Source: an optimization exercise on an open RTL-to-GDS flow (aim: small area and a short achievable clock period). Production flows keep margins and buffers that such runs may drop.

==> flow/design.v <==
`timescale 1ns / 1ps
module MicroUAZ8Bits2020V02(
    input Clk,
    input Rst,
    input [8:0] i_Instruction,
    input [7:0] i_Dato_Bus,
    output [7:0] o_Addres_Instruction_Bus,
    output [7:0] o_DataOut_Bus,
    output [7:0] o_Addres_Data_Bus,
    output RW
    );
    wire [2:0] op = i_Instruction[8:6];
    wire [2:0] a  = i_Instruction[5:3];
    wire [2:0] b  = i_Instruction[2:0];
    reg [7:0] R [0:7];
    reg [7:0] PC;
    reg C;
    reg fl, Zs, Ns;
    wire [7:0] Ra = R[a];
    wire [7:0] Rb = R[b];
    wire [7:0] R0 = R[0];
    wire Z = fl ? (R0 == 8'd0) & ~C : Zs;
    wire N = fl ? R0[7] : Ns;
    assign RW = ~op[2] & op[1];
    assign o_Addres_Data_Bus = op[1] ? Ra : Rb;
    wire [7:0] rbi = (op[0] | op[2]) ? Rb : {5'b0, b};
    assign o_DataOut_Bus = rbi;
    assign o_Addres_Instruction_Bus = PC;
    wire sub = b[0];
    wire [7:0] xs = R0 ^ {8{sub}};
    wire [7:0] g0 = xs & Ra;
    wire [7:0] p0 = xs ^ Ra;
    wire [7:0] g1, p1, g2, p2, g3;
    genvar q;
    generate
        for (q = 0; q < 8; q = q + 1) begin : pf
            if (q % 2 == 1) begin : l1a
                assign g1[q] = g0[q] | (p0[q] & g0[q-1]);
                assign p1[q] = p0[q] & p0[q-1];
            end else begin : l1b
                assign g1[q] = g0[q];
                assign p1[q] = p0[q];
            end
            if (q % 4 >= 2) begin : l2a
                assign g2[q] = g1[q] | (p1[q] & g1[(q/4)*4+1]);
                assign p2[q] = p1[q] & p1[(q/4)*4+1];
            end else begin : l2b
                assign g2[q] = g1[q];
                assign p2[q] = p1[q];
            end
            if (q >= 4) begin : l3a
                assign g3[q] = g2[q] | (p2[q] & g2[3]);
            end else begin : l3b
                assign g3[q] = g2[q];
            end
        end
    endgenerate
    wire [7:0] cin = {g3[6:0], 1'b0};
    wire [8:0] addsub = {g3[7], (R0 ^ Ra) ^ cin};
    wire left = ~b[0];
    wire [8:0] v = left ? {R0[0], R0[1], R0[2], R0[3], R0[4], R0[5], R0[6], R0[7], 1'b0}
                        : {1'b0, R0};
    wire [8:0] vs = v >> Ra;
    wire [8:0] sh = left ? {vs[0], vs[1], vs[2], vs[3], vs[4], vs[5], vs[6], vs[7], vs[8]} : vs;
    reg [3:0] tt;
    always @* begin
        case (b[1:0])
            2'd0: tt = 4'b0011;    
            2'd1: tt = 4'b1000;    
            2'd2: tt = 4'b1110;    
            default: tt = 4'b0110;  
        endcase
    end
    wire [7:0] lg;
    genvar k;
    generate
        for (k = 0; k < 8; k = k + 1) begin : lgb
            assign lg[k] = tt[{R0[k], Ra[k]}];
        end
    endgenerate
    wire [8:0] res = b[2] ? {b[1:0] == 2'd0, lg} : (b[1] ? sh : addsub);
    wire is_math = op == 3'b101;
    wire is_jump = op == 3'b110;
    wire link    = is_jump & (b == 3'd1);
    wire wa = (op[2:1] == 2'b00) | (op == 3'b100);
    wire [7:0] wd = (op[0] & ~op[2]) ? i_Dato_Bus : rbi;
    reg taken;
    always @* begin
        case (b)
            3'd0, 3'd1: taken = 1'b1;
            3'd2: taken = Z;
            3'd3: taken = ~Z;
            3'd4: taken = N;
            3'd5: taken = ~N;
            3'd6: taken = C;
            default: taken = ~C;
        endcase
    end
    integer i;
    always @(posedge Clk, posedge Rst) begin
        if (Rst) begin
            for (i = 0; i < 8; i = i + 1) R[i] <= 8'd0;
            PC <= 8'd0;
            C <= 1'b0; fl <= 1'b0; Zs <= 1'b0; Ns <= 1'b0;
        end else begin
            for (i = 1; i < 7; i = i + 1)
                if (wa && a == i) R[i] <= wd;
            if (is_math) R[0] <= res[7:0];
            else if (wa && a == 3'd0) R[0] <= wd;
            if (link) R[7] <= PC;
            else if (wa && a == 3'd7) R[7] <= wd;
            PC <= (is_jump & taken) ? Ra : PC + 8'd1;
            if (is_math) begin
                C <= res[8];
                fl <= 1'b1;
            end else if (wa && a == 3'd0) begin
                fl <= 1'b0;
                Zs <= Z;
                Ns <= N;
            end
        end
    end
endmodule
export LEC_CHECK = 0
export CAP_MARGIN = 20
export CORE_MARGIN = 2
export CORE_UTILIZATION = 55
export CTS_BUF_LIST = sky130_fd_sc_hd__clkbuf_8
export CTS_CLUSTER_SIZE = 25
export SETUP_SLACK_MARGIN = 2.5
export SLEW_MARGIN = 20
export TNS_END_PERCENT = 0
create_clock -name core_clock -period 6.0 [get_ports {Clk}]
standard.sh (not shown) runs the stock make flow with config.mk's settings and CLKGATE_MAP_FILE= SYNTH_SCRIPT=/design/flow/synth_recipe.tcl, a recipe that flattens the netlist after the stock synthesis.
==> flow/flow/run.sh <==
#!/bin/bash
# Own layout flow: the standard ORFS flow (standard.sh), with the
# changes set in flow/opts.sh:
#  - MY_ABC_SCRIPT: ABC script for synthesis's mapping (via my_synth.tcl,
#    which sources synth_recipe.tcl unchanged and only swaps abc's script);
#  - EXTRA: further make variables (port buffer cell, adder mapping, ...).
# Each tool's output stays in orfs/logs/; make's own output in run_make.log.
set -euo pipefail
W=$(pwd)
export FLOW_WORK=$W
EXTRA=()
source $W/flow/opts.sh
bash standard.sh SYNTH_SCRIPT=$W/flow/my_synth.tcl "${EXTRA[@]}" finish > $W/run_make.log 2>&1
==> flow/flow/abc.script <==
&get -n
&st
&dch -f
&nf -R 1000
&put
==> flow/flow/my_synth.tcl <==
# The standard synthesis (synth_recipe.tcl, sourced unchanged) with one
# change: Yosys's abc pass runs the ABC script named by MY_ABC_SCRIPT in
# place of ORFS's abc_speed script, and keeps abc from the cells named in
# MY_ABC_DONT_USE, if set.
proc abc {args} {
  set i [lsearch -exact $args -script]
  if { $i >= 0 && [info exists ::env(MY_ABC_SCRIPT)] } {
    lset args [expr { $i + 1 }] $::env(MY_ABC_SCRIPT)
  }
  if { [info exists ::env(MY_ABC_DONT_USE)] } {
    foreach c $::env(MY_ABC_DONT_USE) { lappend args -dont_use $c }
  }
  puts "my_synth: abc $args"
  yosys abc {*}$args
}
source $::env(FLOW_WORK)/synth_recipe.tcl
==> flow/flow/opts.sh <==
# options for run.sh
export MY_ABC_SCRIPT=$W/flow/abc.script
EXTRA=( "BUFFER_PORTS_ARGS=-buffer_cell sky130_fd_sc_hd__buf_1" "ADDER_MAP_FILE=" )
Edit:
--- a/flow/design.v
+++ b/flow/design.v
@@ -21,44 +21,15 @@
     wire [7:0] R0 = R[0];
     wire Z = fl ? (R0 == 8'd0) & ~C : Zs;
     wire N = fl ? R0[7] : Ns;
     assign RW = ~op[2] & op[1];
     assign o_Addres_Data_Bus = op[1] ? Ra : Rb;
-    wire [7:0] rbi = (op[0] | op[2]) ? Rb : {5'b0, b};
-    assign o_DataOut_Bus = rbi;
+    assign o_DataOut_Bus = op[0] ? Rb : {5'b0, b};
     assign o_Addres_Instruction_Bus = PC;
     wire sub = b[0];
-    wire [7:0] xs = R0 ^ {8{sub}};
-    wire [7:0] g0 = xs & Ra;
-    wire [7:0] p0 = xs ^ Ra;
-    wire [7:0] g1, p1, g2, p2, g3;
-    genvar q;
-    generate
-        for (q = 0; q < 8; q = q + 1) begin : pf
-            if (q % 2 == 1) begin : l1a
-                assign g1[q] = g0[q] | (p0[q] & g0[q-1]);
-                assign p1[q] = p0[q] & p0[q-1];
-            end else begin : l1b
-                assign g1[q] = g0[q];
-                assign p1[q] = p0[q];
-            end
-            if (q % 4 >= 2) begin : l2a
-                assign g2[q] = g1[q] | (p1[q] & g1[(q/4)*4+1]);
-                assign p2[q] = p1[q] & p1[(q/4)*4+1];
-            end else begin : l2b
-                assign g2[q] = g1[q];
-                assign p2[q] = p1[q];
-            end
-            if (q >= 4) begin : l3a
-                assign g3[q] = g2[q] | (p2[q] & g2[3]);
-            end else begin : l3b
-                assign g3[q] = g2[q];
-            end
-        end
-    endgenerate
-    wire [7:0] cin = {g3[6:0], 1'b0};
-    wire [8:0] addsub = {g3[7], (R0 ^ Ra) ^ cin};
+    wire [8:0] s = {1'b0, R0 ^ {8{sub}}} + {1'b0, Ra};
+    wire [8:0] addsub = {s[8], s[7:0] ^ {8{sub}}};
     wire left = ~b[0];
     wire [8:0] v = left ? {R0[0], R0[1], R0[2], R0[3], R0[4], R0[5], R0[6], R0[7], 1'b0}
                         : {1'b0, R0};
     wire [8:0] vs = v >> Ra;
     wire [8:0] sh = left ? {vs[0], vs[1], vs[2], vs[3], vs[4], vs[5], vs[6], vs[7], vs[8]} : vs;
@@ -81,11 +52,11 @@
     wire [8:0] res = b[2] ? {b[1:0] == 2'd0, lg} : (b[1] ? sh : addsub);
     wire is_math = op == 3'b101;
     wire is_jump = op == 3'b110;
     wire link    = is_jump & (b == 3'd1);
     wire wa = (op[2:1] == 2'b00) | (op == 3'b100);
-    wire [7:0] wd = (op[0] & ~op[2]) ? i_Dato_Bus : rbi;
+    wire [7:0] wd = op[2] ? Rb : (op[0] ? i_Dato_Bus : {5'b0, b});
     reg taken;
     always @* begin
         case (b)
             3'd0, 3'd1: taken = 1'b1;
             3'd2: taken = Z;
Effect: Clock skew stays flat. Wire length rose by 7.1%. Via count rose by 6.1%. Critical path depth rose by 9. Count of clock-buffer cells in the layout stays the same. Synthesized cell count rose by 1.3%.
No functional check of the RTL was part of any run of this note.

[afterwards: timing with drivers on the ports]
Ports are ideal in the flow. The routed layouts listed here were re-timed in OpenROAD.
Step 1 (the two cells are an assumption about what drives the block):
set clk [get_ports {Clk}]
set_driving_cell -lib_cell sky130_fd_sc_hd__clkbuf_16 $clk
set_driving_cell -lib_cell sky130_fd_sc_hd__buf_2 [delete_from_list [all_inputs] $clk]
Step 2 moves the port delays by t, midway between the first and last clock arrival at a register: inputs arrive t later, outputs are due t later. That takes back most of the time a late clock gives input paths.
a / b / c = ideal / step 1 / step 2; a / b = the first two.
run	t (ns)	setup WS [ns]	worst setup path after step 2	clock arrival spread, ns	pins driven straight from the clock port
the first run	0.393	1.884 / 1.824 / 1.584	input to register	0.010 / 0.010	1
the second run	0.401	1.908 / 1.889 / 1.488	input to register	0.012 / 0.012	1
After both steps setup and hold are still met in every run listed. For the second run, which loses most, drivers alone change the setup slack by -0.019 ns; drivers and shift together by -0.420 ns.
